What follows belongs to an exercise in optimizing a design on an open flow for small area and a short achievable clock period; a production flow would make more cautious choices. Only simulation tests tie the RTL to the original design; equivalence was not proved. The clock port is modelled as an ideal driver, which makes a skipped or thinned clock tree look cheaper than it is; a real chip needs a root buffer or a tree. Power figures rest on the tool's default switching activity, not on a simulated workload.

==> flow/design.v <==
`timescale 1ns / 1ps
module Extra2LPTop(
    input clk,
    input rst,
    input [31:0] A_in,
    input [31:0] B_in,
    input [31:0] C_in,
    output [35:0] Q
    );
    localparam B1 = 12;    
    localparam B2 = 23;
    wire [31:0] c_sh = {2'b00, C_in[31:2]};
    wire [31:0] s0 = A_in ^ B_in ^ c_sh;
    wire [31:0] k0 = (A_in & B_in) | (A_in & c_sh) | (B_in & c_sh);
    wire [33:0] x0 = {2'b00, s0};
    wire [33:0] y0 = {1'b0, k0, 1'b0};
    wire [33:0] g0 = x0 & y0;
    wire [33:0] p0 = x0 ^ y0;
    reg [32:0] g1;           
    reg [33:0] p1;
    reg [1:0]  cl1;
    always @(posedge clk) begin
        g1  <= g0[32:0];
        p1  <= p0;
        cl1 <= C_in[1:0];
    end
    reg [33:0] gg, pp;       
    reg [33:0] cin;          
    reg [2:0]  cout;         
    integer i, l, st;
    always @(*) begin
        gg = {1'b0, g1};
        pp = p1;
        for (l = 1; l < 32; l = l * 2) begin
            for (i = 33; i >= 0; i = i - 1) begin
                st = (i >= B2) ? B2 : (i >= B1) ? B1 : 0;
                if (((i - st) & l) != 0 && ((i - st) & ~(l - 1)) - 1 + st >= st) begin
                    gg[i] = gg[i] | (pp[i] & gg[((i - st) & ~(2*l - 1)) + l - 1 + st]);
                    pp[i] = pp[i] & pp[((i - st) & ~(2*l - 1)) + l - 1 + st];
                end
            end
        end
        cin = 34'd0;
        for (i = 1; i < 34; i = i + 1)
            if (i != B1 && i != B2) cin[i] = gg[i-1];
        cout[0] = gg[B1-1];
        cout[1] = gg[B2-1];
    end
    wire [33:0] u1 = p1 ^ cin;
    reg        ph;
    reg [33:0] u2;
    reg [1:0]  co2;
    reg [1:0]  cl2;
    reg [35:0] result;
    wire c_b1 = co2[0];
    wire c_b2 = co2[1] | (co2[0] & (&u2[B2-1:B1]));
    reg [B2-B1-1:0] mid;
    reg [33-B2:0]   top;
    integer j;
    always @(*) begin
        for (j = B1; j < B2; j = j + 1)
            mid[j-B1] = u2[j] ^ (c_b1 & (&(u2 | ~(((34'd1 << j) - 34'd1) & ~((34'd1 << B1) - 34'd1)))));
        for (j = B2; j < 34; j = j + 1)
            top[j-B2] = u2[j] ^ (c_b2 & (&(u2 | ~(((34'd1 << j) - 34'd1) & ~((34'd1 << B2) - 34'd1)))));
    end
    always @(posedge clk) begin
        if (rst) ph <= 1'b1;
        else     ph <= ~ph;
        if (ph) begin
            u2     <= u1;
            co2    <= cout[1:0];
            cl2    <= cl1;
        end
        result <= result ^ ({36{ph}} & (result ^ {top, mid, u2[B1-1:0], cl2}));
    end
    assign Q = result;
endmodule
export LEC_CHECK = 0
export ABC_AREA = 1
export CAP_MARGIN = 20
export CORE_MARGIN = 2
export CORE_UTILIZATION = 40
export SETUP_SLACK_MARGIN = 2.3
export SLEW_MARGIN = 20
create_clock -name core_clock -period 4.0 [get_ports {clk}]
standard.sh (not shown) runs the stock make flow with config.mk's settings and CLKGATE_MAP_FILE= SYNTH_SCRIPT=/design/flow/synth_recipe.tcl, a recipe that flattens the netlist after the stock synthesis.
==> flow/flow/run.sh <==
#!/bin/bash
# Standard ORFS layout (the standard.sh, standard synthesis), with:
#  - port buffers of sky130_fd_sc_hd__buf_1 instead of the default delay buffer
#  - clock tree of clkbuf_4 cells under a clkbuf_16 root, without dummy balancing loads
cp standard.sh standard_sh.log
export BUFFER_PORTS_ARGS="-buffer_cell sky130_fd_sc_hd__buf_1"
export CTS_ARGS="-sink_clustering_enable -repair_clock_nets -dont_use_dummy_load -buf_list sky130_fd_sc_hd__clkbuf_4 -root_buf sky130_fd_sc_hd__clkbuf_16"
bash standard.sh > standard.log 2>&1
The starting point ran to the end with no violations.
Edit:
--- a/flow/design.v
+++ b/flow/design.v
@@ -4,14 +4,14 @@
     input rst,
     input [31:0] A_in,
     input [31:0] B_in,
     input [31:0] C_in,
     output [35:0] Q
     );
-    localparam B1 = 12;    
-    localparam B2 = 23;
+    localparam B1 = 11;    
+    localparam B2 = 22;
     wire [31:0] c_sh = {2'b00, C_in[31:2]};
     wire [31:0] s0 = A_in ^ B_in ^ c_sh;
     wire [31:0] k0 = (A_in & B_in) | (A_in & c_sh) | (B_in & c_sh);
     wire [33:0] x0 = {2'b00, s0};
     wire [33:0] y0 = {1'b0, k0, 1'b0};
     wire [33:0] g0 = x0 & y0;
@@ -45,12 +45,14 @@
             if (i != B1 && i != B2) cin[i] = gg[i-1];
         cout[0] = gg[B1-1];
         cout[1] = gg[B2-1];
     end
     wire [33:0] u1 = p1 ^ cin;
     reg        ph;
+    reg        qa, qb;
+    reg        pn;       
     reg [33:0] u2;
     reg [1:0]  co2;
     reg [1:0]  cl2;
     reg [35:0] result;
     wire c_b1 = co2[0];
     wire c_b2 = co2[1] | (co2[0] & (&u2[B2-1:B1]));
@@ -61,17 +63,22 @@
         for (j = B1; j < B2; j = j + 1)
             mid[j-B1] = u2[j] ^ (c_b1 & (&(u2 | ~(((34'd1 << j) - 34'd1) & ~((34'd1 << B1) - 34'd1)))));
         for (j = B2; j < 34; j = j + 1)
             top[j-B2] = u2[j] ^ (c_b2 & (&(u2 | ~(((34'd1 << j) - 34'd1) & ~((34'd1 << B2) - 34'd1)))));
     end
     always @(posedge clk) begin
-        if (rst) ph <= 1'b1;
-        else     ph <= ~ph;
-        if (ph) begin
-            u2     <= u1;
-            co2    <= cout[1:0];
-            cl2    <= cl1;
+        if (rst) begin
+            ph <= 1'b1;
+            pn <= 1'b0;
+            qa <= 1'b1;
+            qb <= 1'b0;
+        end else begin
+            ph <= ~ph;
+            pn <= ~pn;
+            qa <= ~qa;
+            qb <= ~qb;
         end
-        result <= result ^ ({36{ph}} & (result ^ {top, mid, u2[B1-1:0], cl2}));
+        {co2, cl2, u2} <= ({cout[1:0], cl1, u1} & {38{ph}}) | ({co2, cl2, u2} & {38{pn}});
+        result <= ({top, mid, u2[B1-1:0], cl2} & {36{qa}}) | (result & {36{qb}});
     end
     assign Q = result;
 endmodule
Effect: The new run went through all stages and came out clean; register-to-register slack improved by 0.08 ns; setup slack is better by 0.067 ns; design area came out higher slightly; area after synthesis increases by a few percent; routed wire length increases by a quarter to a third; critical path depth stays the same; synthesized cell count rose by well over a third.

---

Extra2LPTop, a different RTL version from the one above (not shown whole).
For scale: about 590 cells after synthesis, about 130 I/O pins.
==> module Extra2LPTop, before the edit <==
module Extra2LPTop(
    input clk,
    input rst,
    input [31:0] A_in,
    input [31:0] B_in,
    input [31:0] C_in,
    output [35:0] Q
    );
    localparam B1 = 11;    
    localparam B2 = 22;
    wire [31:0] c_sh = {2'b00, C_in[31:2]};
    wire [31:0] s0 = A_in ^ B_in ^ c_sh;
    wire [31:0] k0 = (A_in & B_in) | (A_in & c_sh) | (B_in & c_sh);
    wire [33:0] x0 = {2'b00, s0};
    wire [33:0] y0 = {1'b0, k0, 1'b0};
    wire [33:0] p0 = x0 ^ y0;
    reg [32:1] y1;           
    reg [33:0] p1;
    reg [1:0]  cl1;
    always @(posedge clk) begin
        y1  <= y0[32:1];
        p1  <= p0;
        cl1 <= C_in[1:0];
    end
    wire [32:0] g1 = {y1, 1'b0} & ~p1[32:0];
    reg [33:0] gg, pp;       
    reg [33:0] cin;          
    reg [2:0]  cout;         
    integer i, l, st;
    always @(*) begin
        gg = {1'b0, g1};
        pp = p1;
        for (l = 1; l < 32; l = l * 2) begin
            for (i = 33; i >= 0; i = i - 1) begin
                st = (i >= B2) ? B2 : (i >= B1) ? B1 : 0;
                if (((i - st) & l) != 0 && ((i - st) & ~(l - 1)) - 1 + st >= st) begin
                    gg[i] = gg[i] | (pp[i] & gg[((i - st) & ~(2*l - 1)) + l - 1 + st]);
                    pp[i] = pp[i] & pp[((i - st) & ~(2*l - 1)) + l - 1 + st];
                end
            end
        end
        cin = 34'd0;
        for (i = 1; i < 34; i = i + 1)
            if (i != B1 && i != B2) cin[i] = gg[i-1];
        cout[0] = gg[B1-1];
        cout[1] = gg[B2-1];
    end
    wire [33:0] u1 = p1 ^ cin;
    reg        ph;
    reg        qa, qb;
    reg [33:0] u2;
    reg [1:0]  co2;
    reg [1:0]  cl2;
    reg [35:0] result;
    wire c_b1 = co2[0];
    wire c_b2 = co2[1] | (co2[0] & (&u2[B2-1:B1]));
    reg [B2-B1-1:0] mid;
    reg [33-B2:0]   top;
    integer j;
    always @(*) begin
        for (j = B1; j < B2; j = j + 1)
            mid[j-B1] = u2[j] ^ (c_b1 & (&(u2 | ~(((34'd1 << j) - 34'd1) & ~((34'd1 << B1) - 34'd1)))));
        for (j = B2; j < 34; j = j + 1)
            top[j-B2] = u2[j] ^ (c_b2 & (&(u2 | ~(((34'd1 << j) - 34'd1) & ~((34'd1 << B2) - 34'd1)))));
    end
    always @(posedge clk) begin
        if (rst) begin
            ph <= 1'b1;
            qa <= 1'b1;
            qb <= 1'b0;
        end else begin
            ph <= ~ph;
            qa <= ~qa;
            qb <= ~qb;
        end
        if (ph) begin
            u2  <= u1;
            co2 <= cout[1:0];
            cl2 <= cl1;
        end
        result <= ({top, mid, u2[B1-1:0], cl2} & {36{qa}}) | (result & {36{qb}});
    end
    assign Q = result;
endmodule
export LEC_CHECK = 0
export ABC_AREA = 1
export CAP_MARGIN = 20
export CORE_MARGIN = 2
export CORE_UTILIZATION = 60
export PLACE_DENSITY = 0.75
export SETUP_SLACK_MARGIN = 2.45
export SLEW_MARGIN = 20
create_clock -name core_clock -period 4.0 [get_ports {clk}]
==> flow/flow/run.sh <==
#!/bin/bash
# Standard ORFS layout (the standard.sh, standard synthesis), with:
#  - port buffers of sky130_fd_sc_hd__buf_1 instead of the default delay buffer
#  - a two-level clock tree (flow/clocktree.tcl, run as the CTS step's PRE hook):
#    the clock port drives four clkbuf_16, each driving two clkbuf_8 that drive
#    an eighth of the flip-flops each; the CTS step's timing repair and placement
#    run as usual
cp standard.sh standard_sh.log
export BUFFER_PORTS_ARGS="-buffer_cell sky130_fd_sc_hd__buf_1"
export PRE_CTS_TCL="$PWD/flow/clocktree.tcl"
bash standard.sh > standard.log 2>&1
Other scripts of this flow, unchanged in this note and not shown: flow/flow/clocktree.tcl
Then changed:
--- a/flow/design.v
+++ b/flow/design.v
@@ -14,16 +14,16 @@
     wire [31:0] k0 = (A_in & B_in) | (A_in & c_sh) | (B_in & c_sh);
     wire [33:0] x0 = {2'b00, s0};
     wire [33:0] y0 = {1'b0, k0, 1'b0};
+    wire [33:0] g0 = x0 & y0;
     wire [33:0] p0 = x0 ^ y0;
-    reg [32:1] y1;           
+    reg [32:0] g1;           
     reg [33:0] p1;
     reg [1:0]  cl1;
     always @(posedge clk) begin
-        y1  <= y0[32:1];
+        g1  <= g0[32:0];
         p1  <= p0;
         cl1 <= C_in[1:0];
     end
-    wire [32:0] g1 = {y1, 1'b0} & ~p1[32:0];
     reg [33:0] gg, pp;       
     reg [33:0] cin;          
     reg [2:0]  cout;         
The changed run produced a clean layout.
Final cell count is lower by 5.8%.
Clock power stays flat.
Via count went down by 6.3%.
Critical path depth increases by 4.
Hold slack hardly moves.
Register-to-register slack is worse by 97 ps.
Final area goes down by 0.68%.
Power came out lower by 4.8%.
Synthesized area came out lower by 2.5%.
Core utilization rises by 0.54 points.
Die area came out lower by 2.4%.
Sequential cell count is unchanged.
Routed wire length drops by 2.9%.
No run of this note takes its clock network from TritonCTS; it comes from the design's own scripts or RTL.

---

run a:
Starting RTL as in the previous note.
Settings: LEC_CHECK=0, ABC_AREA=1, CAP_MARGIN=20, CORE_MARGIN=2, CORE_UTILIZATION=60, PLACE_DENSITY=0.75, SETUP_SLACK_MARGIN=2.4, SLEW_MARGIN=20; clock period 4.0 ns.
==> flow/flow/run.sh <==
#!/bin/bash
# Standard ORFS layout (the standard.sh, standard synthesis), with:
#  - port buffers of sky130_fd_sc_hd__buf_1 instead of the default delay buffer
#  - a two-level clock tree (flow/clocktree.tcl, run as the CTS step's PRE hook):
#    the clock port drives four clkbuf_16, each driving two clkbuf_16 that drive
#    an eighth of the flip-flops each; the CTS step's timing repair and placement
#    run as usual
cp standard.sh standard_sh.log
export BUFFER_PORTS_ARGS="-buffer_cell sky130_fd_sc_hd__buf_1"
export PRE_CTS_TCL="$PWD/flow/clocktree.tcl"
bash standard.sh > standard.log 2>&1
Other scripts of this flow, unchanged in this note and not shown: flow/flow/clocktree.tcl
Run a completed every stage of the flow, and the final layout passed the timing, DRC and antenna checks.
For run b, these inputs were changed with respect to run a:
--- a/flow/design.v
+++ b/flow/design.v
@@ -13,18 +13,18 @@
     wire [31:0] s0 = A_in ^ B_in ^ c_sh;
     wire [31:0] k0 = (A_in & B_in) | (A_in & c_sh) | (B_in & c_sh);
     wire [33:0] x0 = {2'b00, s0};
     wire [33:0] y0 = {1'b0, k0, 1'b0};
+    wire [33:0] g0 = x0 & y0;
     wire [33:0] p0 = x0 ^ y0;
-    reg [32:1] y1;           
+    reg [32:0] g1;           
     reg [33:0] p1;
     reg [1:0]  cl1;
     always @(posedge clk) begin
-        y1  <= y0[32:1];
+        g1  <= g0[32:0];
         p1  <= p0;
         cl1 <= C_in[1:0];
     end
-    wire [32:0] g1 = {y1, 1'b0} & ~p1[32:0];
     reg [33:0] gg, pp;       
     reg [33:0] cin;          
     reg [2:0]  cout;         
     integer i, l, st;
==> comparison <==
On slack of the worst reg-to-reg path: between run b and run a, it ends up higher for run a. Re critical path depth: no difference whatsoever between run a and run b. The power in the clock group of run b and that of run a are within noise of each other. The lower relative contribution of combinational cells to total power of run b and run a is in run b. Looking at capture point of the worst path, the Q[14] result is from run a; the Q[23] one comes from run b. When the final numbers for run b and run a were put side by side, the post-route worst setup slack turned out to be greater in run b. Sort run b and run a by clock group share of total power, descending, and run b comes first. Min first-pass GRT wire length across run b and run a: run b. Between run a and run b, the flow reports final instance area decreasing slightly. Re worst supply voltage drop on vdd: run a was higher than run b. Taking run a as the reference, in run b detailed placer's ending HPWL moved down; routed wire length moved down.
No run of this note takes its clock network from TritonCTS; it comes from the design's own scripts or RTL.

## what the ideal ports hide
No port has a modelled driver above. Below, the same layouts with a new extraction and two added sets of constraints.
Step 1 (the two cells are an assumption about what drives the block):
set clk [get_ports {clk}]
set_driving_cell -lib_cell sky130_fd_sc_hd__clkbuf_16 $clk
set_driving_cell -lib_cell sky130_fd_sc_hd__buf_2 [delete_from_list [all_inputs] $clk]
Step 2 moves the port delays by t, midway between the first and last clock arrival at a register: inputs arrive t later, outputs are due t later. That takes back most of the time a late clock gives input paths.
Slacks: ideal ports / drivers / drivers and shift; pairs: ideal ports / drivers.
run	shift t [ns]	setup slack, ns	hold slack, ns	worst register clock-pin slew, ns	pins driven straight from the clock port
the first run of note 1	0.396	2.274 / 2.235 / 2.140	0.408 / 0.408 / 0.408	0.12 / 0.12	1
the second run of note 1	0.384	2.341 / 2.302 / 2.171	0.454 / 0.454 / 0.454	0.11 / 0.11	1
the first run of note 2	0.360	2.438 / 2.354 / 2.295	0.417 / 0.417 / 0.417	0.11 / 0.11	4
the second run of note 2	0.354	2.413 / 2.370 / 2.170	0.415 / 0.415 / 0.415	0.10 / 0.10	4
run a	0.345	2.422 / 2.344 / 2.260	0.407 / 0.407 / 0.407	0.07 / 0.07	4
run b	0.342	2.429 / 2.349 / 2.162	0.407 / 0.407 / 0.407	0.07 / 0.07	4
After both steps setup and hold are still met in every run listed. The setup slack of run b, which loses most, moves by -0.080 ns with the drivers and by -0.267 ns with both steps.
